From an optimization exercise on the open Yosys and OpenROAD flow, aimed at small area; shortcuts taken in it are not production practice.
Function was checked by simulation only, so behaviour that the tests miss may differ from the original.
Power is estimated from default activity; no workload was simulated.

===== design/flow/design.v =====
module PIEZO_reality_and_damedame(RESETN, CLK_1MHZ, A, T, SONG);
  input RESETN, CLK_1MHZ, A, T;
  output SONG;
  reg h1; reg [5:0] i1; reg b1, f1, z1; reg [18:0] s1; reg [1:0] u1; reg [10:0] c1;
  reg [7:0] p2; reg b2, f2, z2; reg [17:0] s2; reg [10:0] c2;
  reg [3:0] n1id, n2id; reg [1:0] k1;
  reg [10:0] t1, t2; reg r1, r2;
  always @(*) begin
    case ({h1, i1})
      7'd0: begin n1id = 4'd6; k1 = 2'd2; end
      7'd1: begin n1id = 4'd11; k1 = 2'd0; end
      7'd2: begin n1id = 4'd5; k1 = 2'd0; end
      7'd3: begin n1id = 4'd6; k1 = 2'd1; end
      7'd4: begin n1id = 4'd7; k1 = 2'd0; end
      7'd5: begin n1id = 4'd9; k1 = 2'd0; end
      7'd6: begin n1id = 4'd6; k1 = 2'd1; end
      7'd7: begin n1id = 4'd0; k1 = 2'd0; end
      7'd8: begin n1id = 4'd12; k1 = 2'd0; end
      7'd9: begin n1id = 4'd5; k1 = 2'd0; end
      7'd10: begin n1id = 4'd6; k1 = 2'd1; end
      7'd11: begin n1id = 4'd7; k1 = 2'd0; end
      7'd12: begin n1id = 4'd9; k1 = 2'd0; end
      7'd13: begin n1id = 4'd6; k1 = 2'd3; end
      7'd14: begin n1id = 4'd1; k1 = 2'd2; end
      7'd15: begin n1id = 4'd2; k1 = 2'd0; end
      7'd16: begin n1id = 4'd6; k1 = 2'd3; end
      7'd17: begin n1id = 4'd0; k1 = 2'd0; end
      7'd18: begin n1id = 4'd11; k1 = 2'd0; end
      7'd19: begin n1id = 4'd10; k1 = 2'd0; end
      7'd20: begin n1id = 4'd9; k1 = 2'd0; end
      7'd21: begin n1id = 4'd6; k1 = 2'd0; end
      7'd22: begin n1id = 4'd7; k1 = 2'd1; end
      7'd23: begin n1id = 4'd8; k1 = 2'd0; end
      7'd24: begin n1id = 4'd7; k1 = 2'd1; end
      7'd25: begin n1id = 4'd0; k1 = 2'd0; end
      7'd26: begin n1id = 4'd11; k1 = 2'd0; end
      7'd27: begin n1id = 4'd2; k1 = 2'd0; end
      7'd28: begin n1id = 4'd3; k1 = 2'd1; end
      7'd29: begin n1id = 4'd4; k1 = 2'd0; end
      7'd30: begin n1id = 4'd3; k1 = 2'd1; end
      7'd31: begin n1id = 4'd0; k1 = 2'd0; end
      7'd32: begin n1id = 4'd9; k1 = 2'd0; end
      7'd33: begin n1id = 4'd3; k1 = 2'd0; end
      7'd34: begin n1id = 4'd5; k1 = 2'd1; end
      7'd35: begin n1id = 4'd6; k1 = 2'd0; end
      7'd36: begin n1id = 4'd5; k1 = 2'd2; end
      7'd37: begin n1id = 4'd6; k1 = 2'd0; end
      7'd38: begin n1id = 4'd7; k1 = 2'd3; end
      7'd39: begin n1id = 4'd0; k1 = 2'd1; end
      7'd40: begin n1id = 4'd0; k1 = 2'd0; end
      7'd41: begin n1id = 4'd0; k1 = 2'd0; end
      7'd42: begin n1id = 4'd0; k1 = 2'd0; end
      7'd43: begin n1id = 4'd0; k1 = 2'd0; end
      7'd44: begin n1id = 4'd0; k1 = 2'd0; end
      7'd45: begin n1id = 4'd0; k1 = 2'd0; end
      7'd46: begin n1id = 4'd0; k1 = 2'd0; end
      7'd47: begin n1id = 4'd0; k1 = 2'd0; end
      7'd48: begin n1id = 4'd0; k1 = 2'd0; end
      7'd49: begin n1id = 4'd0; k1 = 2'd0; end
      7'd50: begin n1id = 4'd0; k1 = 2'd0; end
      7'd51: begin n1id = 4'd0; k1 = 2'd0; end
      7'd52: begin n1id = 4'd0; k1 = 2'd0; end
      7'd53: begin n1id = 4'd0; k1 = 2'd0; end
      7'd54: begin n1id = 4'd0; k1 = 2'd0; end
      7'd55: begin n1id = 4'd0; k1 = 2'd0; end
      7'd56: begin n1id = 4'd0; k1 = 2'd0; end
      7'd57: begin n1id = 4'd0; k1 = 2'd0; end
      7'd58: begin n1id = 4'd0; k1 = 2'd0; end
      7'd59: begin n1id = 4'd0; k1 = 2'd0; end
      7'd60: begin n1id = 4'd0; k1 = 2'd0; end
      7'd61: begin n1id = 4'd0; k1 = 2'd0; end
      7'd62: begin n1id = 4'd0; k1 = 2'd0; end
      7'd63: begin n1id = 4'd0; k1 = 2'd0; end
      7'd64: begin n1id = 4'd6; k1 = 2'd2; end
      7'd65: begin n1id = 4'd11; k1 = 2'd0; end
      7'd66: begin n1id = 4'd5; k1 = 2'd0; end
      7'd67: begin n1id = 4'd6; k1 = 2'd1; end
      7'd68: begin n1id = 4'd7; k1 = 2'd0; end
      7'd69: begin n1id = 4'd9; k1 = 2'd0; end
      7'd70: begin n1id = 4'd6; k1 = 2'd1; end
      7'd71: begin n1id = 4'd0; k1 = 2'd0; end
      7'd72: begin n1id = 4'd12; k1 = 2'd0; end
      7'd73: begin n1id = 4'd5; k1 = 2'd0; end
      7'd74: begin n1id = 4'd6; k1 = 2'd1; end
      7'd75: begin n1id = 4'd7; k1 = 2'd0; end
      7'd76: begin n1id = 4'd9; k1 = 2'd0; end
      7'd77: begin n1id = 4'd6; k1 = 2'd3; end
      7'd78: begin n1id = 4'd1; k1 = 2'd2; end
      7'd79: begin n1id = 4'd2; k1 = 2'd0; end
      7'd80: begin n1id = 4'd6; k1 = 2'd3; end
      7'd81: begin n1id = 4'd0; k1 = 2'd0; end
      7'd82: begin n1id = 4'd11; k1 = 2'd0; end
      7'd83: begin n1id = 4'd10; k1 = 2'd0; end
      7'd84: begin n1id = 4'd9; k1 = 2'd0; end
      7'd85: begin n1id = 4'd6; k1 = 2'd0; end
      7'd86: begin n1id = 4'd7; k1 = 2'd1; end
      7'd87: begin n1id = 4'd8; k1 = 2'd0; end
      7'd88: begin n1id = 4'd7; k1 = 2'd1; end
      7'd89: begin n1id = 4'd0; k1 = 2'd0; end
      7'd90: begin n1id = 4'd11; k1 = 2'd0; end
      7'd91: begin n1id = 4'd2; k1 = 2'd0; end
      7'd92: begin n1id = 4'd3; k1 = 2'd1; end
      7'd93: begin n1id = 4'd4; k1 = 2'd0; end
      7'd94: begin n1id = 4'd3; k1 = 2'd1; end
      7'd95: begin n1id = 4'd0; k1 = 2'd0; end
      7'd96: begin n1id = 4'd9; k1 = 2'd0; end
      7'd97: begin n1id = 4'd3; k1 = 2'd0; end
      7'd98: begin n1id = 4'd5; k1 = 2'd1; end
      7'd99: begin n1id = 4'd6; k1 = 2'd0; end
      7'd100: begin n1id = 4'd7; k1 = 2'd2; end
      7'd101: begin n1id = 4'd9; k1 = 2'd1; end
      7'd102: begin n1id = 4'd9; k1 = 2'd3; end
      7'd103: begin n1id = 4'd0; k1 = 2'd1; end
      7'd104: begin n1id = 4'd0; k1 = 2'd0; end
      7'd105: begin n1id = 4'd0; k1 = 2'd0; end
      7'd106: begin n1id = 4'd0; k1 = 2'd0; end
      7'd107: begin n1id = 4'd0; k1 = 2'd0; end
      7'd108: begin n1id = 4'd0; k1 = 2'd0; end
      7'd109: begin n1id = 4'd0; k1 = 2'd0; end
      7'd110: begin n1id = 4'd0; k1 = 2'd0; end
      7'd111: begin n1id = 4'd0; k1 = 2'd0; end
      7'd112: begin n1id = 4'd0; k1 = 2'd0; end
      7'd113: begin n1id = 4'd0; k1 = 2'd0; end
      7'd114: begin n1id = 4'd0; k1 = 2'd0; end
      7'd115: begin n1id = 4'd0; k1 = 2'd0; end
      7'd116: begin n1id = 4'd0; k1 = 2'd0; end
      7'd117: begin n1id = 4'd0; k1 = 2'd0; end
      7'd118: begin n1id = 4'd0; k1 = 2'd0; end
      7'd119: begin n1id = 4'd0; k1 = 2'd0; end
      7'd120: begin n1id = 4'd0; k1 = 2'd0; end
      7'd121: begin n1id = 4'd0; k1 = 2'd0; end
      7'd122: begin n1id = 4'd0; k1 = 2'd0; end
      7'd123: begin n1id = 4'd0; k1 = 2'd0; end
      7'd124: begin n1id = 4'd0; k1 = 2'd0; end
      7'd125: begin n1id = 4'd0; k1 = 2'd0; end
      7'd126: begin n1id = 4'd0; k1 = 2'd0; end
      7'd127: begin n1id = 4'd0; k1 = 2'd0; end
    endcase
  end
  always @(*) begin
    case (n1id)
      4'd0: begin r1 = 1'b1; t1 = 11'd0; end   
      4'd1: begin r1 = 1'b0; t1 = 11'd769; end   
      4'd2: begin r1 = 1'b0; t1 = 11'd989; end   
      4'd3: begin r1 = 1'b0; t1 = 11'd168; end   
      4'd4: begin r1 = 1'b0; t1 = 11'd1275; end   
      4'd5: begin r1 = 1'b0; t1 = 11'd992; end   
      4'd6: begin r1 = 1'b0; t1 = 11'd138; end   
      4'd7: begin r1 = 1'b0; t1 = 11'd937; end   
      4'd8: begin r1 = 1'b0; t1 = 11'd490; end   
      4'd9: begin r1 = 1'b0; t1 = 11'd1895; end   
      4'd10: begin r1 = 1'b0; t1 = 11'd1222; end   
      4'd11: begin r1 = 1'b0; t1 = 11'd1524; end   
      4'd12: begin r1 = 1'b0; t1 = 11'd498; end   
      4'd13: begin r1 = 1'b0; t1 = 11'd0; end
      4'd14: begin r1 = 1'b0; t1 = 11'd0; end
      4'd15: begin r1 = 1'b0; t1 = 11'd0; end
    endcase
  end
  always @(*) begin
    case (p2)
      8'd0: n2id = 4'd0;
      8'd1: n2id = 4'd0;
      8'd2: n2id = 4'd3;
      8'd3: n2id = 4'd2;
      8'd4: n2id = 4'd3;
      8'd5: n2id = 4'd1;
      8'd6: n2id = 4'd1;
      8'd7: n2id = 4'd1;
      8'd8: n2id = 4'd1;
      8'd9: n2id = 4'd1;
      8'd10: n2id = 4'd0;
      8'd11: n2id = 4'd3;
      8'd12: n2id = 4'd3;
      8'd13: n2id = 4'd4;
      8'd14: n2id = 4'd4;
      8'd15: n2id = 4'd4;
      8'd16: n2id = 4'd4;
      8'd17: n2id = 4'd3;
      8'd18: n2id = 4'd3;
      8'd19: n2id = 4'd2;
      8'd20: n2id = 4'd2;
      8'd21: n2id = 4'd5;
      8'd22: n2id = 4'd6;
      8'd23: n2id = 4'd6;
      8'd24: n2id = 4'd6;
      8'd25: n2id = 4'd6;
      8'd26: n2id = 4'd6;
      8'd27: n2id = 4'd6;
      8'd28: n2id = 4'd6;
      8'd29: n2id = 4'd0;
      8'd30: n2id = 4'd0;
      8'd31: n2id = 4'd0;
      8'd32: n2id = 4'd0;
      8'd33: n2id = 4'd6;
      8'd34: n2id = 4'd7;
      8'd35: n2id = 4'd8;
      8'd36: n2id = 4'd7;
      8'd37: n2id = 4'd7;
      8'd38: n2id = 4'd7;
      8'd39: n2id = 4'd7;
      8'd40: n2id = 4'd7;
      8'd41: n2id = 4'd0;
      8'd42: n2id = 4'd0;
      8'd43: n2id = 4'd5;
      8'd44: n2id = 4'd5;
      8'd45: n2id = 4'd4;
      8'd46: n2id = 4'd4;
      8'd47: n2id = 4'd4;
      8'd48: n2id = 4'd4;
      8'd49: n2id = 4'd1;
      8'd50: n2id = 4'd1;
      8'd51: n2id = 4'd4;
      8'd52: n2id = 4'd4;
      8'd53: n2id = 4'd2;
      8'd54: n2id = 4'd3;
      8'd55: n2id = 4'd3;
      8'd56: n2id = 4'd3;
      8'd57: n2id = 4'd3;
      8'd58: n2id = 4'd3;
      8'd59: n2id = 4'd3;
      8'd60: n2id = 4'd3;
      8'd61: n2id = 4'd0;
      8'd62: n2id = 4'd0;
      8'd63: n2id = 4'd0;
      8'd64: n2id = 4'd0;
      8'd65: n2id = 4'd3;
      8'd66: n2id = 4'd2;
      8'd67: n2id = 4'd3;
      8'd68: n2id = 4'd1;
      8'd69: n2id = 4'd1;
      8'd70: n2id = 4'd1;
      8'd71: n2id = 4'd1;
      8'd72: n2id = 4'd1;
      8'd73: n2id = 4'd0;
      8'd74: n2id = 4'd0;
      8'd75: n2id = 4'd5;
      8'd76: n2id = 4'd4;
      8'd77: n2id = 4'd3;
      8'd78: n2id = 4'd3;
      8'd79: n2id = 4'd3;
      8'd80: n2id = 4'd3;
      8'd81: n2id = 4'd2;
      8'd82: n2id = 4'd2;
      8'd83: n2id = 4'd2;
      8'd84: n2id = 4'd2;
      8'd85: n2id = 4'd6;
      8'd86: n2id = 4'd6;
      8'd87: n2id = 4'd2;
      8'd88: n2id = 4'd2;
      8'd89: n2id = 4'd3;
      8'd90: n2id = 4'd3;
      8'd91: n2id = 4'd3;
      8'd92: n2id = 4'd3;
      8'd93: n2id = 4'd3;
      8'd94: n2id = 4'd3;
      8'd95: n2id = 4'd0;
      8'd96: n2id = 4'd0;
      8'd97: n2id = 4'd0;
      8'd98: n2id = 4'd0;
      8'd99: n2id = 4'd8;
      8'd100: n2id = 4'd7;
      8'd101: n2id = 4'd6;
      8'd102: n2id = 4'd7;
      8'd103: n2id = 4'd3;
      8'd104: n2id = 4'd3;
      8'd105: n2id = 4'd3;
      8'd106: n2id = 4'd3;
      8'd107: n2id = 4'd3;
      8'd108: n2id = 4'd3;
      8'd109: n2id = 4'd0;
      8'd110: n2id = 4'd0;
      8'd111: n2id = 4'd0;
      8'd112: n2id = 4'd0;
      8'd113: n2id = 4'd0;
      8'd114: n2id = 4'd0;
      8'd115: n2id = 4'd8;
      8'd116: n2id = 4'd7;
      8'd117: n2id = 4'd6;
      8'd118: n2id = 4'd7;
      8'd119: n2id = 4'd2;
      8'd120: n2id = 4'd2;
      8'd121: n2id = 4'd2;
      8'd122: n2id = 4'd2;
      8'd123: n2id = 4'd2;
      8'd124: n2id = 4'd2;
      8'd125: n2id = 4'd0;
      8'd126: n2id = 4'd0;
      8'd127: n2id = 4'd0;
      8'd128: n2id = 4'd0;
      8'd129: n2id = 4'd2;
      8'd130: n2id = 4'd3;
      8'd131: n2id = 4'd4;
      8'd132: n2id = 4'd3;
      8'd133: n2id = 4'd3;
      8'd134: n2id = 4'd0;
      8'd135: n2id = 4'd0;
      8'd136: n2id = 4'd0;
      8'd137: n2id = 4'd0;
      8'd138: n2id = 4'd0;
      8'd139: n2id = 4'd0;
      8'd140: n2id = 4'd0;
      8'd141: n2id = 4'd0;
      8'd142: n2id = 4'd0;
      8'd143: n2id = 4'd0;
      8'd144: n2id = 4'd0;
      8'd145: n2id = 4'd0;
      8'd146: n2id = 4'd0;
      8'd147: n2id = 4'd0;
      8'd148: n2id = 4'd0;
      8'd149: n2id = 4'd0;
      8'd150: n2id = 4'd0;
      8'd151: n2id = 4'd0;
      8'd152: n2id = 4'd0;
      8'd153: n2id = 4'd0;
      8'd154: n2id = 4'd0;
      8'd155: n2id = 4'd0;
      8'd156: n2id = 4'd0;
      8'd157: n2id = 4'd0;
      8'd158: n2id = 4'd0;
      8'd159: n2id = 4'd0;
      8'd160: n2id = 4'd0;
      8'd161: n2id = 4'd0;
      8'd162: n2id = 4'd0;
      8'd163: n2id = 4'd0;
      8'd164: n2id = 4'd0;
      8'd165: n2id = 4'd0;
      8'd166: n2id = 4'd0;
      8'd167: n2id = 4'd0;
      8'd168: n2id = 4'd0;
      8'd169: n2id = 4'd0;
      8'd170: n2id = 4'd0;
      8'd171: n2id = 4'd0;
      8'd172: n2id = 4'd0;
      8'd173: n2id = 4'd0;
      8'd174: n2id = 4'd0;
      8'd175: n2id = 4'd0;
      8'd176: n2id = 4'd0;
      8'd177: n2id = 4'd0;
      8'd178: n2id = 4'd0;
      8'd179: n2id = 4'd0;
      8'd180: n2id = 4'd0;
      8'd181: n2id = 4'd0;
      8'd182: n2id = 4'd0;
      8'd183: n2id = 4'd0;
      8'd184: n2id = 4'd0;
      8'd185: n2id = 4'd0;
      8'd186: n2id = 4'd0;
      8'd187: n2id = 4'd0;
      8'd188: n2id = 4'd0;
      8'd189: n2id = 4'd0;
      8'd190: n2id = 4'd0;
      8'd191: n2id = 4'd0;
      8'd192: n2id = 4'd0;
      8'd193: n2id = 4'd0;
      8'd194: n2id = 4'd0;
      8'd195: n2id = 4'd0;
      8'd196: n2id = 4'd0;
      8'd197: n2id = 4'd0;
      8'd198: n2id = 4'd0;
      8'd199: n2id = 4'd0;
      8'd200: n2id = 4'd0;
      8'd201: n2id = 4'd0;
      8'd202: n2id = 4'd0;
      8'd203: n2id = 4'd0;
      8'd204: n2id = 4'd0;
      8'd205: n2id = 4'd0;
      8'd206: n2id = 4'd0;
      8'd207: n2id = 4'd0;
      8'd208: n2id = 4'd0;
      8'd209: n2id = 4'd0;
      8'd210: n2id = 4'd0;
      8'd211: n2id = 4'd0;
      8'd212: n2id = 4'd0;
      8'd213: n2id = 4'd0;
      8'd214: n2id = 4'd0;
      8'd215: n2id = 4'd0;
      8'd216: n2id = 4'd0;
      8'd217: n2id = 4'd0;
      8'd218: n2id = 4'd0;
      8'd219: n2id = 4'd0;
      8'd220: n2id = 4'd0;
      8'd221: n2id = 4'd0;
      8'd222: n2id = 4'd0;
      8'd223: n2id = 4'd0;
      8'd224: n2id = 4'd0;
      8'd225: n2id = 4'd0;
      8'd226: n2id = 4'd0;
      8'd227: n2id = 4'd0;
      8'd228: n2id = 4'd0;
      8'd229: n2id = 4'd0;
      8'd230: n2id = 4'd0;
      8'd231: n2id = 4'd0;
      8'd232: n2id = 4'd0;
      8'd233: n2id = 4'd0;
      8'd234: n2id = 4'd0;
      8'd235: n2id = 4'd0;
      8'd236: n2id = 4'd0;
      8'd237: n2id = 4'd0;
      8'd238: n2id = 4'd0;
      8'd239: n2id = 4'd0;
      8'd240: n2id = 4'd0;
      8'd241: n2id = 4'd0;
      8'd242: n2id = 4'd0;
      8'd243: n2id = 4'd0;
      8'd244: n2id = 4'd0;
      8'd245: n2id = 4'd0;
      8'd246: n2id = 4'd0;
      8'd247: n2id = 4'd0;
      8'd248: n2id = 4'd0;
      8'd249: n2id = 4'd0;
      8'd250: n2id = 4'd0;
      8'd251: n2id = 4'd0;
      8'd252: n2id = 4'd0;
      8'd253: n2id = 4'd0;
      8'd254: n2id = 4'd0;
      8'd255: n2id = 4'd0;
    endcase
  end
  always @(*) begin
    case (n2id)
      4'd0: begin r2 = 1'b1; t2 = 11'd0; end   
      4'd1: begin r2 = 1'b0; t2 = 11'd989; end   
      4'd2: begin r2 = 1'b0; t2 = 11'd168; end   
      4'd3: begin r2 = 1'b0; t2 = 11'd992; end   
      4'd4: begin r2 = 1'b0; t2 = 11'd138; end   
      4'd5: begin r2 = 1'b0; t2 = 11'd937; end   
      4'd6: begin r2 = 1'b0; t2 = 11'd1895; end   
      4'd7: begin r2 = 1'b0; t2 = 11'd1223; end   
      4'd8: begin r2 = 1'b0; t2 = 11'd1524; end   
      4'd9: begin r2 = 1'b0; t2 = 11'd0; end
      4'd10: begin r2 = 1'b0; t2 = 11'd0; end
      4'd11: begin r2 = 1'b0; t2 = 11'd0; end
      4'd12: begin r2 = 1'b0; t2 = 11'd0; end
      4'd13: begin r2 = 1'b0; t2 = 11'd0; end
      4'd14: begin r2 = 1'b0; t2 = 11'd0; end
      4'd15: begin r2 = 1'b0; t2 = 11'd0; end
    endcase
  end
  assign SONG = (A & ~T) ? b1 : ((~A & T) ? b2 : 1'b0);
  wire e1 = h1 & (i1 == 6'd40);                    
  wire w1 = (s1 == 19'd222116);                  
  wire n1 = ~f1 & w1 & (u1 == k1);                
  wire m1 = z1 | (~f1 & (c1 == t1));               
  wire e2 = (p2 == 8'd133);                         
  always @(negedge RESETN or posedge CLK_1MHZ)
    if (!RESETN) begin
      h1 <= 1'b0; i1 <= 6'd62; b1 <= 1'b0; f1 <= 1'b1;
    end else if (!A || e1) begin
      h1 <= 1'b0; i1 <= 6'd62; b1 <= 1'b0; f1 <= 1'b1;
    end else begin
      f1 <= n1;
      if (n1) begin
        if (!h1 && i1 == 6'd39) begin h1 <= 1'b1; i1 <= 6'd0; end
        else i1 <= i1 + 6'd1;
      end else if (m1) b1 <= ~b1;
    end
  always @(posedge CLK_1MHZ) begin
    z1 <= e2 | r1;
    if (f1 || w1) s1 <= 19'd0; else s1 <= {s1[17:0], ~(s1[18] ^ s1[11])};
    if (f1) u1 <= 2'd0; else if (w1) u1 <= u1 + 2'd1;
    if (m1) c1 <= 11'd0; else if (f1) c1 <= 11'd1; else c1 <= {c1[9:0], ~(c1[10] ^ c1[8])};
  end
  wire w2 = (s2 == 18'd159553);                  
  wire n2 = ~f2 & w2;
  wire m2 = z2 | (~f2 & (c2 == t2));
  always @(negedge RESETN or posedge CLK_1MHZ)
    if (!RESETN) begin
      p2 <= 8'd0; b2 <= 1'b0; f2 <= 1'b1;
    end else if (!T) begin
      p2 <= 8'd0; b2 <= 1'b0; f2 <= 1'b1;
    end else if (e2) begin
      p2 <= 8'd0; f2 <= 1'b1;
    end else begin
      f2 <= n2;
      if (n2) p2 <= p2 + 8'd1;
      else if (m2) b2 <= ~b2;
    end
  always @(posedge CLK_1MHZ) begin
    z2 <= r2;
    if (f2 || w2) s2 <= 18'd0; else s2 <= {s2[16:0], ~(s2[17] ^ s2[10])};
    if (m2) c2 <= 11'd0; else if (f2) c2 <= 11'd1; else c2 <= {c2[9:0], ~(c2[10] ^ c2[8])};
  end
endmodule

===== design/flow/flow/run.sh =====
#!/bin/bash
# Standard ORFS layout (the standard.sh), with one change: synthesis maps
# the combinational logic with an area-oriented ABC script (flow/abc_area.script)
# in place of ORFS's delay-oriented one. Registers are mapped before ABC runs,
# so they are the standard synthesis's registers.
set -euo pipefail
HERE=$(pwd)
rm -rf "$HERE/scripts_custom"
cp -r "$FLOW_HOME/scripts" "$HERE/scripts_custom"
cp "$HERE/flow/abc_area.script" "$HERE/scripts_custom/abc_area.script"
sed "s|make -C \([^ ]*\) |make -C \1 SCRIPTS_DIR=$HERE/scripts_custom ABC_AREA=1 |" standard.sh > custom.sh
grep -q "SCRIPTS_DIR=$HERE/scripts_custom" custom.sh
bash custom.sh synth > synth.log 2>&1
bash custom.sh > layout.log 2>&1
test -s out/final.def

===== design/flow/flow/abc_area.script =====
strash
dc2
balance
rewrite
refactor
balance
rewrite
rewrite -z
balance
refactor -z
rewrite -z
balance
dch -f
amap

===== design/flow/standard.sh =====
#!/bin/bash
# synth_recipe.tcl (not shown) runs the flow's synth.tcl, then flattens the netlist and writes it again
# the make line also repeats each setting of config.mk as NAME=value (left out here)
make -C /OpenROAD-flow-scripts/flow DESIGN_CONFIG=/design/flow/config.mk WORK_HOME=/design/flow/orfs CLKGATE_MAP_FILE= SYNTH_SCRIPT=/design/flow/synth_recipe.tcl "${@:-finish}"

===== design/flow/config.mk =====
export PLATFORM = sky130hd
export DESIGN_NAME = PIEZO_reality_and_damedame
export DESIGN_NICKNAME = PIEZO_reality_and_damedame
export VERILOG_FILES = /design/flow/design.v
export SDC_FILE = /design/flow/constraint.sdc
export NUM_CORES = 4
export LEC_CHECK = 0
export ABC_AREA = 1
export CAP_MARGIN = 20
export CORE_MARGIN = 2
export CORE_UTILIZATION = 40
export SLEW_MARGIN = 20

===== design/flow/constraint.sdc =====
create_clock -name core_clock -period 10.0 [get_ports {CLK_1MHZ}]
set_input_delay 2.0000 -clock core_clock [delete_from_list [all_inputs] [get_ports {CLK_1MHZ}]]
set_output_delay 2.0000 -clock core_clock [all_outputs]
set_load 0.01 [all_outputs]

==> results of run 1 <==
-- synthesized netlist by cell type, types with 9 or more instances --
cell type and n:
nand4_1 9, o22ai_1 11, o21ai_0 35, dfxtp_1 63, clkinv_1 77, a21oi_1 30
nor2_1 106, dfrtp_1 12, a31oi_1 15, nand2_1 46, a211oi_1 9, nand3_1 10
ha_1 26, nor2b_1 31
-- worst paths after layout --
check | from | endpoint | slack [ns] | cells past startpoint
max in group asynchronous | RESETN | p2[7] | 7.35 | 1
min in group asynchronous | RESETN | h1 | 2.13 | 1
worst min-delay path | s1[0] | s1[1] | 0.42 | 2
worst min register to register | s1[0] | s1[1] | 0.42 | 2
worst max register to register | i1[1] | b1 | 4.86 | 21
worst max-delay path | A | SONG | 4.57 | 5
-- placed cells by master, fill, tap and decap left out, types with 6 or more instances in the layout --
master	instances
nand4_1	9
clkbuf_8	10
dfrtp_1	12
a211oi_1	9
or2_0	6
nor4_1	8
o22a_1	8
dfxtp_1	63
a221oi_1	6
dfstp_2	7
a21oi_1	30
nor2_1	106
a31oi_1	15
nor2b_1	31
ha_1	26
o211ai_1	8
nand3_1	10
nand2_1	46
clkinv_1	77
nor3_1	8
o22ai_1	11
o21ai_0	35
-- worst max-delay path: cells and delay by family --
| family | cells | cell delay, ns |
|---|---|---|
| AOI/OAI and AO/OA | 1 | 0.13 |
| and+or+nand+nor | 1 | 0.12 |
| buffers and inverters | 3 | 1.18 |
-- where the power goes --
group          internal [mW]  switching [mW]  leakage [nW]  total [mW]
Sequential             0.331         0.00165         0.748       0.332
Clock                  0.125           0.122         0.103       0.246
Combinational        0.00390         0.00743         0.917      0.0113
Total                  0.459           0.131          1.77       0.590
-- metal layers --
metal / share of wire / up-vias
li1: - / 1983
met1: 0.49 / 1761
met2: 0.45 / 99
met3: 0.057 / 15
met4: 0.011 / 0
met5: 0 / -
-- final cells by class --
type	count	share of cell area
Clock buffer	10	0.0289
Clock inverter	6	0.0152
Inverter	77	0.0606
Multi-Input combinational cell	400	0.482
Sequential cell	82	0.366
Tap cell	140	0.0368
Timing Repair Buffer	5	0.00998
-- registers in the layout (all words and copies together) (netlist names), 2 cells and up --
signal  cells
s2         18
u1          2
c1         11
c2         11
p2          8
s1         19
i1          6
-- kinds of logic (layout without fill, tap and decap cells) --
group,Yosys count,count (layout),share of synthesized area
simple gates,227,227,0.235
compound gates,147,147,0.221
flops,82,82,0.403
buf+inv,77,98,0.0667
fa+ha+maj,26,26,0.0751
-- metrics by stage --
stage	setup WS [ns]	total power, mW	hold slack (ns)	util	cells
after floorplan	5.63	0.345	0.398	-	559
after global placement	4.55	0.351	0.407	0.426	704
after detailed placement	4.56	0.351	0.412	0.426	704
after CTS	4.54	0.600	0.425	0.445	720
after global routing	4.39	0.618	0.447	0.445	720
final	4.57	0.590	0.421	0.445	720
==> flow_summary.ini, run 1 <==
[yosys]
synth_seq_cells = 82
async_flop_share = 0.232
yosys.cell_types.count = 37
ys_seq_area_frac = 0.403
synth-warning-count = 1
synth_edf_count = 0
synthTopCellsByArea = dfxtp_1 29%, nor2_1 9.2%, ha_1 7.5%
synth_top_area_frac = 0.291
synth_ff_type = dfxtp_1
yosysTopAreaCell = dfxtp_1
syn_area_um2 = 4330
syn_avg_cell_area_um2 = 7.75
syn_nets = 589
synthCells = 559

[clocking]
clockBufferDepth = 2
htree_levels = 3
cts_num_sinks = 82
clk_pin_slew_ns = 0.08
cts_tree = done
holdBufCountCts = 0
clock_latency_ns = 0.35
root_buffer = clkbuf_8
cts_resized = 0
post-cts-setup-buffer-count = 0
cts_made_buffers = 9

[floorplanning]
core_um2 = 10700
boundaryPins = 5
die-area_um2 = 11700
dieHeight_um = 108
rows = 38
die_w_um = 108
initial_core_util = 0.405

[worst_setup_path]
crit_top_cell = clkdlybuf4s50_1
crit_required_ns = 8.00
slowest_stage = clkdlybuf4s50_1
cp_slowest_stage_delay_ns = 0.53
cp_max_fo = 2
worstPathCellList = clkdlybuf4s50_1 -> clkinv_1 -> nor2_1 -> a32o_1 -> clkdlybuf4s50_1
critPathKind = in -> out
startpoint_type = input port
arrival_ns = 3.43
cp-end-kind = output pin

[power_and_ir_drop]
ir_drop_uv = 84.2
p_leak_nw = 1.77
p_per_area_nw_per_um2 = 124

[timing]
fin_skew_ns = 0.0108
setup_violations = 0
finalHoldViolCount = 0
max_clock_freq_mhz = 184
post-route-min-period_ns = 5.43
finalCritPeriodShare = 0.543
fin_setup_tns_ns = 0
slew-limit-headroom = 0.434
rsz0062_at_grt = no
maxSlewViolCount = 0
max_slew.worst_pin.slew_ns = 0.846

[route]
viasPerCell = 5.36
wire_per_inst_um = 13.0
drt_iter0_drc = 228
drc = 0
wirelength_mm = 9.38
firstDrtPassIters = 5
vias = 3858
ant_nets = 0

[job]
cap_violations = 0

[grt]
busiest_layer = met2
met2_usage = 0.273
grt_use_total = 0.170
overflow = 0
grt_pass1_vias = 3545
grt_pass1_wl_mm = 16.1
antenna_found_initial = 0
gr-usage-met3 = 0.0476
grt_util_met1 = 0.228
grt_max_degree = 20

[outcome]
outcome = timing/DRC/antenna clean

[placed_design]
placed_cell_area_um2 = 4560
place_congestion = 0.903
hpwl_mm = 7.09
io_buffer_count = 4

[cells_and_area]
nNetsFinal = 605
syn2layout_area_growth_pct = 9.99
finish.instance_area_um2 = 4770
n_fill_cell = 1076
antenna_cells = 0
multiInputGateArea_um2 = 2300
drive_above_1_share = 0.0414
area.sequential_um2 = 1750

[worst_hold_path]
hold_class = reg -> reg
==> inputs of run 2 (changes only) <==
==> design/flow/run.sh (new file) <==
#!/bin/bash
# synth_recipe.tcl (not shown) runs the flow's synth.tcl, then flattens the netlist and writes it again
# the make line also repeats each setting of config.mk as NAME=value (left out here)
make -C /OpenROAD-flow-scripts/flow DESIGN_CONFIG=/design/flow/config.mk WORK_HOME=/design/flow/orfs CLKGATE_MAP_FILE= SYNTH_SCRIPT=/design/flow/synth_recipe.tcl finish
removed: design/flow/flow/run.sh
removed: design/flow/flow/abc_area.script
removed: design/flow/standard.sh
==> flow_summary.ini, run 2 <==
[yosys]
synthCells = 771
syn_area_um2 = 5020
synth_ff_type = dfxtp_1
async_flop_share = 0.232
synth_edf_count = 0
syn_avg_cell_area_um2 = 6.51
syn_nets = 801
synth_commonest_cells = 206 x nand2_1, 116 x nor2_1, 115 x inv_1
ys_seq_area_frac = 0.348
yosys.cell_types.count = 39
post-synth-top-count-cell = nand2_1
yosysTopAreaCell = dfxtp_1
synth_top_area_frac = 0.251
synth_seq_cells = 82
synthTopCellsByArea = dfxtp_1 25%, nand2_1 15%, nor2_1 8.7%
synth-warning-count = 1

[worst_setup_path]
startpoint_type = input port
reg2reg_slack_ns = 6.36
arrival_ns = 3.38
cp_slowest_stage_delay_ns = 0.56
crit_top_cell = clkdlybuf4s50_1
crit_required_ns = 8.00
path_buf_inv = 3
cp-end-kind = output pin
critPathTopFamily = buffers and inverters
cp_max_fo = 6
slowest_stage = clkdlybuf4s50_1
cp-startpoint = T
r2r_start = i1[1]
critPathKind = in -> out
worstPathCellList = clkdlybuf4s50_1 -> inv_1 -> nor2_1 -> o2bb2ai_1 -> clkdlybuf4s50_1

[timing]
rsz0062_at_grt = no
maxSlewViolCount = 0
post-route-min-period_ns = 5.38
max_clock_freq_mhz = 186
slew-limit-headroom = 0.390
finalHoldViolCount = 0
fin_setup_tns_ns = 0
finalCritPeriodShare = 0.538
max_slew.worst_pin.slew_ns = 0.912
setup_violations = 0
fin_skew_ns = 0.00582

[power_and_ir_drop]
swShare = 0.221
seq_power_share = 0.482
power_mw = 0.694
p_clk_frac = 0.481
internal-power_mw = 0.540
p_comb_frac = 0.037
p_per_area_nw_per_um2 = 126
ir_drop_uv = 71.3
p_leak_nw = 2.57
p_switching_mw = 0.153

[route]
wirelength_mm = 11.4
drc = 0
vias = 4663
drt_iter0_drc = 342
ant_nets = 0
wire_per_inst_um = 12.0
viasPerCell = 4.93
firstDrtPassIters = 5

[grt]
grt_pass1_wl_mm = 19.8
grt_max_degree = 20
grt_use_total = 0.183
overflow = 0
grt_pass1_vias = 4410
antenna_found_initial = 0

[cells_and_area]
layout.cells.most_common = nand2_1
top_regs = s1: 19 flops, s2: 18 flops
finish.instance_area_um2 = 5490
finalNonFillerCells = 945
largest_reg_flops = 19
antenna_cells = 0
final_cell_mix = 206 x nand2_1, 116 x nor2_1, 115 x inv_1, 78 x nand3_1, 63 x dfxtp_1
top_register = s1
drive_above_1_share = 0.0695
syn2layout_area_growth_pct = 9.27
nNetsFinal = 802

[floorplanning]
boundaryPins = 5
dieHeight_um = 116
die-area_um2 = 13500
core_um2 = 12100
die_w_um = 116
initial_core_util = 0.415
rows = 40

[clocking]
htree_levels = 3
cts_tree = done
holdBufCountCts = 0
cts_made_buffers = 9
clock_latency_ns = 0.34
post-cts-setup-buffer-count = 0
cts_resized = 0
clockBufferDepth = 2
root_buffer = clkbuf_16
cts_num_sinks = 82
clk_pin_slew_ns = 0.06

[worst_hold_path]
hold_class = reg -> reg
holdCritStartpoint = s2[1]

[outcome]
outcome = timing/DRC/antenna clean

[placed_design]
place_congestion = 0.858
io_buffer_count = 4
placed_cells = 929
hpwl_mm = 8.61
placed_cell_area_um2 = 5180

[job]
cap_violations = 0
## run 2: area by class of cell
class	instances	area, um2
clock buffers	10	239
repair buffers	4	40.0
inverters	123	462
well taps	168	210
flip-flops and latches	82	1750
multi-input cells	552	2730
fillers	1301	6620
clock inverters	6	66.3
## run 2: metal layers
layer  vias to the layer above  global-route usage  wire [um]
li1                       2437                   -          -
met1                      2118               0.253       5680
met2                       101               0.286       5000
met3                         7              0.0371        550
met4                         0              0.0595        134
met5                         -                   0          0
## run 2: kinds of logic after synthesis
family / count (synthesis) / share of synthesized area
AO/OA/AOI/OAI: 65 / 0.0747
adder cells (fa/ha/maj): 26 / 0.0648
XOR/XNOR: 6 / 0.0105
AND/OR/NAND/NOR: 455 / 0.393
buffers and inverters: 137 / 0.110
flip-flops: 82 / 0.348
## run 2: worst register-to-register path: stages, from the launching register on
cell,delay (ns)
dfstp_2,0.61
inv_1,0.15
ha_1,0.22
inv_1,0.16
nand3_1,0.18
nand2_1,0.09
o21ai_0,0.06
nand3b_1,0.16
nand2_1,0.22
inv_1,0.15
ha_1,0.31
or2_1,0.25
nor2_1,0.11
a21oi_2,0.07
nand3_1,0.09
nand2_1,0.05
nor2_1,0.07
nand2_1,0.06
nor2_1,0.10
nand2_1,0.12
nand3_2,0.19
nor2_1,0.07
## run 2: power groups by stage
stage                     combinational (mW)  clock [mW]  sequential, mW
after CTS                             0.0258       0.342           0.335
after global placement                0.0257           0           0.341
after floorplan                       0.0177           0           0.340
after global routing                  0.0290       0.355           0.335
after detailed placement              0.0256           0           0.341
final                                 0.0256       0.333           0.335
## run 2: worst paths after layout
path	cells after the start	end
max	5	SONG
min in group asynchronous	1	b1
max reg2reg	21	c1[4]
min reg2reg	2	s2[2]
min	2	s2[2]
max in group asynchronous	1	i1[0]
## run 2: stage by stage
| stage | hold slack (ns) | util | setup slack (ns) |
|---|---|---|---|
| floorplan | 0.408 | - | 5.62 |
| global route | 0.442 | 0.453 | 4.55 |
| detailed placement | 0.418 | 0.428 | 4.61 |
| global placement | 0.411 | 0.428 | 4.60 |
| finish | 0.424 | 0.453 | 4.62 |
| CTS | 0.428 | 0.453 | 4.61 |
==> inputs of run 3 (changes only) <==
==> design/flow/flow/run.sh (new file) <==
#!/bin/bash
# The standard layout (standard.sh) with two synthesis changes, both in the
# combinational mapping only (registers are mapped before either step, so they
# are the standard synthesis's registers, same names and cell types):
#  - ABC maps with an area-oriented script (flow/abc_area.script) in place of
#    ORFS's delay-oriented one;
#  - Yosys's half/full-adder extraction (extract_fa) is skipped, so ABC sees
#    the adder logic as plain gates.
# Every other step is ORFS's own, run through standard.sh's make command.
set -euo pipefail
HERE=$(pwd)
rm -rf "$HERE/scripts_custom"
cp -r "$FLOW_HOME/scripts" "$HERE/scripts_custom"
cp "$HERE/flow/abc_area.script" "$HERE/scripts_custom/abc_area.script"
awk '/# extract the full adders/ {skip=1} /dont_use_after_adder_step/ {skip=0} !skip' \
  "$FLOW_HOME/scripts/synth.tcl" > "$HERE/scripts_custom/synth.tcl"
! grep -q extract_fa "$HERE/scripts_custom/synth.tcl"
sed "s|make -C \([^ ]*\) |make -C \1 SCRIPTS_DIR=$HERE/scripts_custom ABC_AREA=1 |" standard.sh > custom.sh
grep -q "SCRIPTS_DIR=$HERE/scripts_custom" custom.sh
bash custom.sh synth > synth.log 2>&1
bash custom.sh > layout.log 2>&1
test -s out/final.def
==> design/flow/flow/abc_area.script (new file) <==
strash
dc2
balance
rewrite
refactor
balance
rewrite
rewrite -z
balance
refactor -z
rewrite -z
balance
dch -f
amap
==> design/flow/standard.sh (new file) <==
#!/bin/bash
# synth_recipe.tcl (not shown) runs the flow's synth.tcl, then flattens the netlist and writes it again
# the make line also repeats each setting of config.mk as NAME=value (left out here)
make -C /OpenROAD-flow-scripts/flow DESIGN_CONFIG=/design/flow/config.mk WORK_HOME=/design/flow/orfs CLKGATE_MAP_FILE= SYNTH_SCRIPT=/design/flow/synth_recipe.tcl "${@:-finish}"
removed: design/flow/run.sh
==> flow_summary.ini, run 3 <==
[outcome]
outcome = timing/DRC/antenna clean

[power_and_ir_drop]
p_clk_frac = 0.442
seq_power_share = 0.539
power_mw = 0.617
p_switching_mw = 0.137
p_per_area_nw_per_um2 = 141
p_comb_frac = 0.019
ir_drop_uv = 86.9
swShare = 0.222
p_leak_nw = 1.53
internal-power_mw = 0.480

[floorplanning]
dieHeight_um = 103
rows = 36
core_um2 = 9680
die_w_um = 103
boundaryPins = 5
initial_core_util = 0.408
die-area_um2 = 10700

[job]
cap_violations = 0

[worst_setup_path]
worstRegToRegCells = 20
slowest_stage = clkdlybuf4s50_1
endpoint = SONG
critPathTopFamily = buffers and inverters
reg2reg_slack_ns = 5.39
r2r_end = b2
worstPathCellList = clkdlybuf4s50_1 -> clkinv_1 -> nor2_1 -> a32o_1 -> clkdlybuf4s50_1
arrival_ns = 3.31
cp-end-kind = output pin
cp_slowest_stage_delay_ns = 0.53
startpoint_type = input port
cp_num_cells = 5
cp_max_fo = 3
path_buf_inv = 3
cp-startpoint = A
crit_required_ns = 8.00
critPathKind = in -> out
r2r_start = p2[2]
crit_top_cell = clkdlybuf4s50_1

[yosys]
yosysTopAreaCell = dfxtp_1
syn_avg_cell_area_um2 = 7.47
synth-warning-count = 1
synth_seq_cells = 82
ys_seq_area_frac = 0.442
synth_edf_count = 0
synth_commonest_cells = 138 x nor2_1, 75 x clkinv_1, 63 x dfxtp_1
syn_nets = 533
synth_top_area_frac = 0.319
synthTopCellsByArea = dfxtp_1 32%, nor2_1 13%, dfrtp_1 7.6%
synthCells = 529
yosys.cell_types.count = 39
syn_area_um2 = 3950
synth_ff_type = dfxtp_1
async_flop_share = 0.232
post-synth-top-count-cell = nor2_1

[cells_and_area]
multiInputGateArea_um2 = 1930
syn2layout_area_growth_pct = 11.0
nNetsFinal = 548
drive_above_1_share = 0.0419
area.sequential_um2 = 1750
layout.cells.most_common = nor2_1
top_regs = s1: 19 flops, s2: 18 flops
largest_reg_flops = 19
antenna_cells = 0
n_fill_cell = 975
final_cell_mix = 138 x nor2_1, 75 x clkinv_1, 63 x dfxtp_1, 35 x nor2b_1, 33 x a21oi_1
top_register = s1
utilization = 0.453

[clocking]
cts_made_buffers = 9
cts_num_sinks = 82
cts_tree = done
clk_pin_slew_ns = 0.09
clock_latency_ns = 0.36
root_buffer = clkbuf_8
post-cts-setup-buffer-count = 0
htree_levels = 3
cts_resized = 0
holdBufCountCts = 0
clockBufferDepth = 2

[timing]
fin_skew_ns = 0.0125
slew-limit-headroom = 0.412
finalCritPeriodShare = 0.531
setup_violations = 0
finalHoldViolCount = 0
max_clock_freq_mhz = 188
max_slew.worst_pin.slew_ns = 0.870
post-route-min-period_ns = 5.31
rsz0062_at_grt = no
maxSlewViolCount = 0
fin_setup_tns_ns = 0

[grt]
grt_max_degree = 20
antenna_found_initial = 0
overflow = 0
grt_pass1_vias = 3227
grt_use_total = 0.173
grt_pass1_wl_mm = 14.8

[route]
wire_per_inst_um = 12.8
drc = 0
firstDrtPassIters = 5
ant_nets = 0
drt_iter0_drc = 205
viasPerCell = 5.37
wirelength_mm = 8.73
vias = 3662

[placed_design]
hpwl_mm = 6.53
place_congestion = 0.959
io_buffer_count = 4

[worst_hold_path]
hold_class = reg -> reg
## run 3: routing by layer
layer  vias up  global-route usage  share of wire
met2       133               0.262           0.43
met3        21              0.0430          0.062
met5         -                   0              0
met4         0              0.0587          0.017
met1      1643               0.242           0.49
li1       1865                   -              -
## run 3: power groups by stage
stage	combinational [mW]	clock, mW	sequential, mW
4_1_cts	0.0121	0.282	0.333
6_report	0.0118	0.273	0.332
3_3_place_gp	0.0118	0	0.340
2_1_floorplan	0.00684	0	0.339
5_1_grt	0.0137	0.296	0.333
3_5_place_dp	0.0119	0	0.340
## run 3: area by class of cell
type	instances	area share
multi-input combinational	372	0.439
inverter	75	0.0641
clock inverter	7	0.0242
tap	133	0.0379
timing repair buffer	4	0.00912
sequential	82	0.398
clock buffer	9	0.0282
## run 3: worst min-delay path by stage
stage	slack [ns]	startpoint	cells after the start	endpoint
after floorplan	0.40	s2[12]	2	s2[13]
after global placement	0.41	s2[15]	2	s2[16]
after detailed placement	0.41	s2[12]	2	s2[13]
after CTS	0.43	s1[6]	2	s1[7]
after global routing	0.45	s2[16]	2	s2[17]
final	0.42	s1[6]	2	s1[7]
## run 3: worst register-to-register path: stages (launching register included)
cell,delay (ns)
dfrtp_1,0.51
clkinv_1,0.33
o21ai_0,0.46
a221oi_1,0.14
or3_1,0.36
o311ai_0,0.13
nand3b_1,0.13
o21ai_0,0.17
clkinv_1,0.22
nor2_1,0.26
nor2_1,0.09
nand2_1,0.06
o21ai_0,0.06
a2111oi_0,0.47
nand4_1,0.15
a2111oi_0,0.33
a41oi_1,0.22
clkinv_1,0.14
nand2_1,0.08
o21ai_0,0.14
a21oi_1,0.06
## run 3: cells by family after synthesis
| family | share of synthesized area |
|---|---|
| and+or+nand+nor | 0.283 |
| AOI/OAI and AO/OA | 0.204 |
| DFF | 0.442 |
| buffers and inverters | 0.0712 |
## run 3: through the flow
stage / cell area [um2] / std cells / worst slack, ns / hold WS, ns
final: 4390 / 682 / 4.69 / 0.419
after global routing: 4390 / 682 / 4.59 / 0.452
after CTS: 4390 / 682 / 4.68 / 0.426
after detailed placement: 4160 / 666 / 4.68 / 0.413
after global placement: 4160 / 666 / 4.69 / 0.406
after floorplan: 3950 / 529 / 5.67 / 0.398
==> inputs of run 4 (changes only) <==
--- a/design/flow/config.mk
+++ b/design/flow/config.mk
@@ -11,2 +11,5 @@
 export CORE_UTILIZATION = 40
+export CTS_BUF_LIST = sky130_fd_sc_hd__clkbuf_8
+export CTS_CLUSTER_DIAMETER = 80
+export CTS_CLUSTER_SIZE = 20
 export SLEW_MARGIN = 20
==> flow_summary.ini, run 4 <==
[power_and_ir_drop]
p_switching_mw = 0.137
p_leak_nw = 1.53
p_per_area_nw_per_um2 = 141
p_comb_frac = 0.019
p_clk_frac = 0.442
power_mw = 0.617
swShare = 0.222
seq_power_share = 0.539
internal-power_mw = 0.480
ir_drop_uv = 86.9

[yosys]
syn_area_um2 = 3950
yosysTopAreaCell = dfxtp_1
syn_avg_cell_area_um2 = 7.47
ys_seq_area_frac = 0.442
syn_nets = 533
synthTopCellsByArea = dfxtp_1 32%, nor2_1 13%, dfrtp_1 7.6%
synth_edf_count = 0
synth_top_area_frac = 0.319
async_flop_share = 0.232
post-synth-top-count-cell = nor2_1
synth-warning-count = 1
synth_commonest_cells = 138 x nor2_1, 75 x clkinv_1, 63 x dfxtp_1
synthCells = 529
yosys.cell_types.count = 39
synth_seq_cells = 82
synth_ff_type = dfxtp_1

[worst_hold_path]
holdPathStages = 2
hold_class = reg -> reg
holdCritStartpoint = s1[6]
whs_endpoint = s1[7]

[worst_setup_path]
critPathKind = in -> out
cp-end-kind = output pin
r2r_end = b2
cp_slowest_stage_delay_ns = 0.53
crit_top_cell = clkdlybuf4s50_1
reg2reg_slack_ns = 5.39
slowest_stage = clkdlybuf4s50_1
critPathTopFamily = buffers and inverters
worstPathCellList = clkdlybuf4s50_1 -> clkinv_1 -> nor2_1 -> a32o_1 -> clkdlybuf4s50_1
arrival_ns = 3.31
cp-startpoint = A
r2r_start = p2[2]
worstRegToRegCells = 20
startpoint_type = input port
crit_required_ns = 8.00
cp_num_cells = 5
cp_max_fo = 3
path_buf_inv = 3

[timing]
fin_setup_tns_ns = 0
slew-limit-headroom = 0.412
finalCritPeriodShare = 0.531
finalHoldViolCount = 0
rsz0062_at_grt = no
setup_violations = 0
fin_skew_ns = 0.0125
post-route-min-period_ns = 5.31
max_clock_freq_mhz = 188
max_slew.worst_pin.slew_ns = 0.870
maxSlewViolCount = 0

[route]
ant_nets = 0
wirelength_mm = 8.73
vias = 3662
drc = 0
drt_iter0_drc = 205
wire_per_inst_um = 12.8
viasPerCell = 5.37
firstDrtPassIters = 5

[cells_and_area]
syn2layout_area_growth_pct = 11.0
top_regs = s1: 19 flops, s2: 18 flops
largest_reg_flops = 19
drive_above_1_share = 0.0419
top_register = s1
layout.cells.most_common = nor2_1
antenna_cells = 0
nNetsFinal = 548
final_cell_mix = 138 x nor2_1, 75 x clkinv_1, 63 x dfxtp_1, 35 x nor2b_1, 33 x a21oi_1

[clocking]
cts_num_sinks = 82
post-cts-setup-buffer-count = 0
clockBufferDepth = 2
cts_tree = done
cts_made_buffers = 9
cts_resized = 0
holdBufCountCts = 0
clock_latency_ns = 0.36
htree_levels = 3
root_buffer = clkbuf_8
clk_pin_slew_ns = 0.09

[placed_design]
hpwl_mm = 6.53
place_congestion = 0.959
io_buffer_count = 4

[floorplanning]
die-area_um2 = 10700
boundaryPins = 5
core_um2 = 9680
dieHeight_um = 103
die_w_um = 103
initial_core_util = 0.408
rows = 36

[job]
cap_violations = 0

[grt]
grt_use_total = 0.173
grt_pass1_wl_mm = 14.8
antenna_found_initial = 0
grt_max_degree = 20
grt_pass1_vias = 3227
overflow = 0

[outcome]
outcome = timing/DRC/antenna clean
-- run 4: per-layer routing --
| layer | global-route usage | routed length (um) | vias to the layer above |
|---|---|---|---|
| met4 | 0.0587 | 150 | 0 |
| met2 | 0.262 | 3760 | 133 |
| met1 | 0.242 | 4280 | 1643 |
| met5 | 0 | 0 | - |
| li1 | - | - | 1865 |
| met3 | 0.0430 | 540 | 21 |
-- run 4: area by class of cell --
class	instances	area, um2
fillers	975	5300
multi-input cells	372	1930
flip-flops and latches	82	1750
inverters	75	282
well taps	133	166
clock buffers	9	124
clock inverters	7	106
repair buffers	4	40.0
-- run 4: cell families (layout without fill, tap and decap cells) --
kind of cell	after synthesis	count (layout)	synth area share
AOI/OAI and AO/OA	125	125	0.204
buffers and inverters	75	95	0.0712
DFF	82	82	0.442
and+or+nand+nor	247	247	0.283
-- run 4: power groups by stage --
stage | Sequential, mW | Clock [mW] | Combinational (mW)
floorplan | 0.339 | 0 | 0.00684
global placement | 0.340 | 0 | 0.0118
detailed placement | 0.340 | 0 | 0.0119
CTS | 0.333 | 0.282 | 0.0121
global route | 0.333 | 0.296 | 0.0137
finish | 0.332 | 0.273 | 0.0118
-- run 4: how the worst max path moves through the flow --
stage / endpoint
2_1_floorplan: SONG
3_3_place_gp: SONG
3_5_place_dp: SONG
4_1_cts: SONG
5_1_grt: SONG
6_report: SONG
-- run 4: worst reg2reg max path: stages (launching register included) --
cell and delay [ns]:
dfrtp_1 0.51, clkinv_1 0.33, o21ai_0 0.46, a221oi_1 0.14, or3_1 0.36, o311ai_0 0.13, nand3b_1 0.13, o21ai_0 0.17
clkinv_1 0.22, nor2_1 0.26, nor2_1 0.09, nand2_1 0.06, o21ai_0 0.06, a2111oi_0 0.47, nand4_1 0.15, a2111oi_0 0.33
a41oi_1 0.22, clkinv_1 0.14, nand2_1 0.08, o21ai_0 0.14, a21oi_1 0.06
-- run 4: stage by stage --
| step | worst slack (ns) | utilization | std cells | cell area [um2] | hold WS [ns] |
|---|---|---|---|---|---|
| floorplan | 5.67 | - | 529 | 3950 | 0.398 |
| global placement | 4.69 | 0.429 | 666 | 4160 | 0.406 |
| detailed placement | 4.68 | 0.429 | 666 | 4160 | 0.413 |
| CTS | 4.68 | 0.453 | 682 | 4390 | 0.426 |
| global route | 4.59 | 0.453 | 682 | 4390 | 0.452 |
| finish | 4.69 | 0.453 | 682 | 4390 | 0.419 |
==> inputs of run 5 (changes only) <==
--- a/design/flow/flow/run.sh
+++ b/design/flow/flow/run.sh
@@ -8,2 +8,4 @@
 #    the adder logic as plain gates.
+# and one layout change: clock tree synthesis runs with the arguments in
+# flow/cts_args.txt (no dummy loads on the clock tree's leaves).
 # Every other step is ORFS's own, run through standard.sh's make command.
@@ -17,3 +19,4 @@
 ! grep -q extract_fa "$HERE/scripts_custom/synth.tcl"
-sed "s|make -C \([^ ]*\) |make -C \1 SCRIPTS_DIR=$HERE/scripts_custom ABC_AREA=1 |" standard.sh > custom.sh
+CTS_ARGS=$(cat "$HERE/flow/cts_args.txt")
+sed "s|make -C \([^ ]*\) |make -C \1 SCRIPTS_DIR=$HERE/scripts_custom ABC_AREA=1 CTS_ARGS='$CTS_ARGS' |" standard.sh > custom.sh
 grep -q "SCRIPTS_DIR=$HERE/scripts_custom" custom.sh
==> design/flow/flow/cts_args.txt (new file) <==
-sink_clustering_enable -repair_clock_nets -dont_use_dummy_load -sink_clustering_size 30 -sink_clustering_max_diameter 150 -buf_list sky130_fd_sc_hd__clkbuf_8
--- a/design/flow/config.mk
+++ b/design/flow/config.mk
@@ -11,5 +11,2 @@
 export CORE_UTILIZATION = 40
-export CTS_BUF_LIST = sky130_fd_sc_hd__clkbuf_8
-export CTS_CLUSTER_DIAMETER = 80
-export CTS_CLUSTER_SIZE = 20
 export SLEW_MARGIN = 20
==> flow_summary.ini, run 5 <==
[yosys]
synthXorXnorAreaFrac = 0
ys_seq_area_frac = 0.442
synth_ff_type = dfxtp_1
synth-warning-count = 1
synthCells = 529
synth_commonest_cells = 138 x nor2_1, 75 x clkinv_1, 63 x dfxtp_1
synthSimpleGateAreaFrac = 0.283
synth_edf_count = 0
synthMuxAreaShare = 0
synth_top_area_frac = 0.319
syn_nets = 533
post-synth-top-count-cell = nor2_1
synth_fa_ha_area_frac = 0
synth_compound_area_frac = 0.204
syn_area_um2 = 3950
synthTopCellsByArea = dfxtp_1 32%, nor2_1 13%, dfrtp_1 7.6%
yosys.cell_types.count = 39
syn_avg_cell_area_um2 = 7.47
synth_seq_cells = 82
synth_top_family_by_area = simple AND/OR/NAND/NOR gates
yosysTopAreaCell = dfxtp_1
async_flop_share = 0.232

[clocking]
clock_latency_ns = 0.35
holdBufCountCts = 0
cts_tree = done
root_buffer = clkbuf_8
cts_num_sinks = 82
post-cts-setup-buffer-count = 0
cts_made_buffers = 9
clockBufferDepth = 2
clk_pin_slew_ns = 0.09
cts_resized = 0
htree_levels = 3

[timing]
setup_violations = 0
fin_skew_ns = 0.0271
finalHoldViolCount = 0
slew-limit-headroom = 0.420
worst_slack_ns = 4.69
post-route-min-period_ns = 5.31
max_clock_freq_mhz = 188
max_slew.worst_pin.slew_ns = 0.857
maxSlewViolCount = 0
fin_setup_tns_ns = 0
rsz0062_at_grt = no
finalCritPeriodShare = 0.531

[route]
drc = 0
wire_per_inst_um = 12.8
ant_nets = 0
viasPerCell = 5.38
wirelength_mm = 8.67
firstDrtPassIters = 5
drt_iter0_drc = 194
vias = 3634

[worst_setup_path]
critPathKind = in -> out
arrival_ns = 3.31
crit_required_ns = 8.00
startpoint_type = input port
cp-end-kind = output pin
cp_max_fo = 3

[cells_and_area]
finalNonFillerCells = 675
layout.cells.most_common = nor2_1
top_register = s1
antenna_cells = 0
n_fill_cell = 986
final_cell_mix = 138 x nor2_1, 75 x clkinv_1, 63 x dfxtp_1, 35 x nor2b_1, 33 x a21oi_1
largest_reg_flops = 19
syn2layout_area_growth_pct = 8.36
nNetsFinal = 548
top_regs = s1: 19 flops, s2: 18 flops
finish.instance_area_um2 = 4280
drive_above_1_share = 0.0295

[power_and_ir_drop]
p_leak_nw = 1.48
p_per_area_nw_per_um2 = 122
ir_drop_uv = 80.8

[floorplanning]
boundaryPins = 5
die_w_um = 103
die-area_um2 = 10700
rows = 36
initial_core_util = 0.408
core_um2 = 9680
dieHeight_um = 103

[placed_design]
place_congestion = 0.959
dp_slack_ns = 4.68
placed_cells = 666
hpwl_mm = 6.53
io_buffer_count = 4
placed_cell_area_um2 = 4160

[worst_hold_path]
hold_class = reg -> reg

[grt]
grt_max_degree = 20
grt_pass1_vias = 3219
antenna_found_initial = 0
grt_use_total = 0.172
grt_pass1_wl_mm = 14.7
overflow = 0

[job]
cap_violations = 0

[outcome]
outcome = timing/DRC/antenna clean
-- run 5: kinds of logic after synthesis --
group / Yosys count
buffers and inverters: 75
flip-flops: 82
AO/OA/AOI/OAI: 125
AND/OR/NAND/NOR: 247
-- run 5: worst paths after layout --
kind	cells after the start	endpoint	start	slack, ns
worst max-delay path	5	SONG	A	4.69
worst min-delay path	2	s1[7]	s1[6]	0.40
worst max register to register	21	c1[7]	i1[1]	5.42
worst min register to register	2	s1[7]	s1[6]	0.40
max in group asynchronous	1	p2[6]	RESETN	7.35
min in group asynchronous	1	i1[0]	RESETN	2.12
-- run 5: where the power goes --
group	switching (mW)	leakage, nW	internal, mW	total, mW
clock	0.0980	0.0647	0.0804	0.178
sequential	0.00192	0.748	0.331	0.333
combinational	0.00766	0.663	0.00406	0.0117
-- run 5: through the flow --
stage / hold WS, ns / utilization / power (mW)
after floorplan: 0.398 / - / 0.346
after global routing: 0.439 / 0.442 / 0.548
after detailed placement: 0.413 / 0.429 / 0.352
after CTS: 0.411 / 0.442 / 0.531
final: 0.405 / 0.442 / 0.523
after global placement: 0.406 / 0.429 / 0.352
-- run 5: critical path, stage by stage --
cell,delay (ns)
clkdlybuf4s50_1,0.46
clkinv_1,0.09
nor2_1,0.11
a32o_1,0.13
clkdlybuf4s50_1,0.53
-- run 5: routing by layer --
metal  wire length [um]  global-route usage  vias up
li1                   -                   -     1851
met1               4280               0.242     1637
met2               3750               0.260      128
met3                518              0.0430       18
met4                128              0.0557        0
met5                  0                   0        -
-- run 5: cell type report --
| class | count | area (um2) | area share |
|---|---|---|---|
| multi-input combinational | 372 | 1930 | 0.450 |
| sequential | 82 | 1750 | 0.408 |
| inverter | 75 | 282 | 0.0657 |
| tap | 133 | 166 | 0.0389 |
| clock buffer | 9 | 124 | 0.0289 |
| timing repair buffer | 4 | 40.0 | 0.00935 |
==> inputs of run 6 (changes only) <==
==> design/flow/flow/cts_args.txt (replaced) <==
-sink_clustering_enable -repair_clock_nets -dont_use_dummy_load
==> flow_summary.ini, run 6 <==
[timing]
maxSlewViolCount = 0
timing.hold.ws_ns = 0.405
fin_skew_ns = 0.0271
setup_violations = 0
finalHoldViolCount = 0
post-route-min-period_ns = 5.31
slew-limit-headroom = 0.420
fin_setup_tns_ns = 0
finalCritPeriodShare = 0.531
worst_slack_ns = 4.69
rsz0062_at_grt = no
max_slew.worst_pin.slew_ns = 0.857
max_clock_freq_mhz = 188

[grt]
grt_pass1_wl_mm = 14.7
overflow = 0
grt_max_degree = 20
grt_pass1_vias = 3219
antenna_found_initial = 0
grt_use_total = 0.172

[worst_setup_path]
startpoint_type = input port
reg2reg_slack_ns = 5.42
worstRegToRegCells = 21
r2r_start = i1[1]
cp-end-kind = output pin
crit_required_ns = 8.00
critPathKind = in -> out
arrival_ns = 3.31
cp-startpoint = A
r2r_end = c1[7]
cp_max_fo = 3
endpoint = SONG

[clocking]
holdBufCountCts = 0
cts_tree = done
clk_pin_slew_ns = 0.09
clockBufferDepth = 2
root_buffer = clkbuf_8
cts_resized = 0
post-cts-setup-buffer-count = 0
clock_latency_ns = 0.35
cts_made_buffers = 9
htree_levels = 3
cts_num_sinks = 82

[floorplanning]
core_um2 = 9680
dieHeight_um = 103
die_w_um = 103
rows = 36
die-area_um2 = 10700
initial_core_util = 0.408
boundaryPins = 5

[cells_and_area]
syn2layout_area_growth_pct = 8.36
utilization = 0.442
final_cell_mix = 138 x nor2_1, 75 x clkinv_1, 63 x dfxtp_1, 35 x nor2b_1, 33 x a21oi_1
drive_above_1_share = 0.0295
top_regs = s1: 19 flops, s2: 18 flops
largest_reg_flops = 19
finalNonFillerCells = 675
layout.cells.most_common = nor2_1
antenna_cells = 0
finish.instance_area_um2 = 4280
nNetsFinal = 548
top_register = s1

[yosys]
syn_area_um2 = 3950
async_flop_share = 0.232
yosys.cell_types.count = 39
synth_edf_count = 0
synthTopCellsByArea = dfxtp_1 32%, nor2_1 13%, dfrtp_1 7.6%
synthCells = 529
synth_commonest_cells = 138 x nor2_1, 75 x clkinv_1, 63 x dfxtp_1
post-synth-top-count-cell = nor2_1
synth-warning-count = 1
yosysTopAreaCell = dfxtp_1
synth_ff_type = dfxtp_1
syn_nets = 533
synth_top_area_frac = 0.319
ys_seq_area_frac = 0.442
syn_avg_cell_area_um2 = 7.47
synth_seq_cells = 82

[route]
drc = 0
firstDrtPassIters = 5
ant_nets = 0
viasPerCell = 5.38
wire_per_inst_um = 12.8
wirelength_mm = 8.67
drt_iter0_drc = 194
vias = 3634

[power_and_ir_drop]
ir_drop_uv = 80.8
p_leak_nw = 1.48
p_per_area_nw_per_um2 = 122
p_clk_frac = 0.341
swShare = 0.206
power_mw = 0.523
p_switching_mw = 0.108
seq_power_share = 0.636
internal-power_mw = 0.415
p_comb_frac = 0.022

[placed_design]
place_congestion = 0.959
hpwl_mm = 6.53
placed_cells = 666
placed_cell_area_um2 = 4160
io_buffer_count = 4
dp_slack_ns = 4.68

[outcome]
outcome = timing/DRC/antenna clean

[worst_hold_path]
hold_class = reg -> reg

[job]
cap_violations = 0
==> run 6: power groups by stage <==
stage / Combinational [mW] / Clock, mW / Sequential, mW
6_report: 0.0117 / 0.178 / 0.333
5_1_grt: 0.0137 / 0.201 / 0.333
4_1_cts: 0.0120 / 0.186 / 0.333
3_5_place_dp: 0.0119 / 0 / 0.340
3_3_place_gp: 0.0118 / 0 / 0.340
2_1_floorplan: 0.00684 / 0 / 0.339
==> run 6: cells by family (layout without fill, tap and decap cells) <==
group           Yosys count  in the layout  share of synthesized area
compound gates          125            125                      0.204
flops                    82             82                      0.442
buf+inv                  75             88                     0.0712
simple gates            247            247                      0.283
==> run 6: metal layers <==
layer / vias to the layer above / track usage / wire, um
li1: 1851 / - / -
met1: 1637 / 0.242 / 4280
met4: 0 / 0.0557 / 128
met5: - / 0 / 0
met2: 128 / 0.260 / 3750
met3: 18 / 0.0430 / 518
==> run 6: critical path: stages <==
cell	delay, ns
clkdlybuf4s50_1	0.46
clkinv_1	0.09
nor2_1	0.11
a32o_1	0.13
clkdlybuf4s50_1	0.53
==> run 6: worst min path at each step <==
| stage | from | end | slack (ns) | cells past startpoint |
|---|---|---|---|---|
| after floorplan | s2[12] | s2[13] | 0.40 | 2 |
| after global placement | s2[15] | s2[16] | 0.41 | 2 |
| after detailed placement | s2[12] | s2[13] | 0.41 | 2 |
| after CTS | s1[6] | s1[7] | 0.41 | 2 |
| after global routing | s1[6] | s1[7] | 0.44 | 2 |
| final | s1[6] | s1[7] | 0.40 | 2 |
==> run 6: cell type report <==
| type | count | area, um2 |
|---|---|---|
| Inverter | 75 | 282 |
| Fill cell | 986 | 5400 |
| Tap cell | 133 | 166 |
| Multi-Input combinational cell | 372 | 1930 |
| Sequential cell | 82 | 1750 |
| Timing Repair Buffer | 4 | 40.0 |
| Clock buffer | 9 | 124 |

==> what the ideal ports hide <==
How much do the figures lean on ideal ports? The routed layouts below were timed once more, with nothing changed but the port constraints.
Step 1 assumes that a clkbuf_16 drives the clock port and a buf_2 every other input.
Step 2 moves the port delays by t, midway between the first and last clock arrival at a register: inputs arrive t later, outputs are due t later. That takes back most of the time a late clock gives input paths.
a / b / c = ideal / step 1 / step 2; a / b = the first two.
run | shift t [ns] | slack for setup (ns) | worst setup path at the end | slew at the worst register clock pin (ns)
run 1 | 0.380 | 4.571 / 4.538 / 4.538 | input to output | 0.09 / 0.09
run 2 | 0.372 | 4.619 / 4.595 / 4.595 | input to output | 0.06 / 0.06
run 3 | 0.381 | 4.693 / 4.664 / 4.664 | input to output | 0.09 / 0.09
run 4 | 0.381 | 4.693 / 4.664 / 4.664 | input to output | 0.09 / 0.09
run 5 | 0.365 | 4.693 / 4.664 / 4.664 | input to output | 0.09 / 0.09
run 6 | 0.365 | 4.693 / 4.664 / 4.664 | input to output | 0.09 / 0.09
After both steps every run listed still meets setup and hold. For run 1, which loses most, drivers alone change the setup slack by -0.033 ns; drivers and shift together by -0.033 ns.
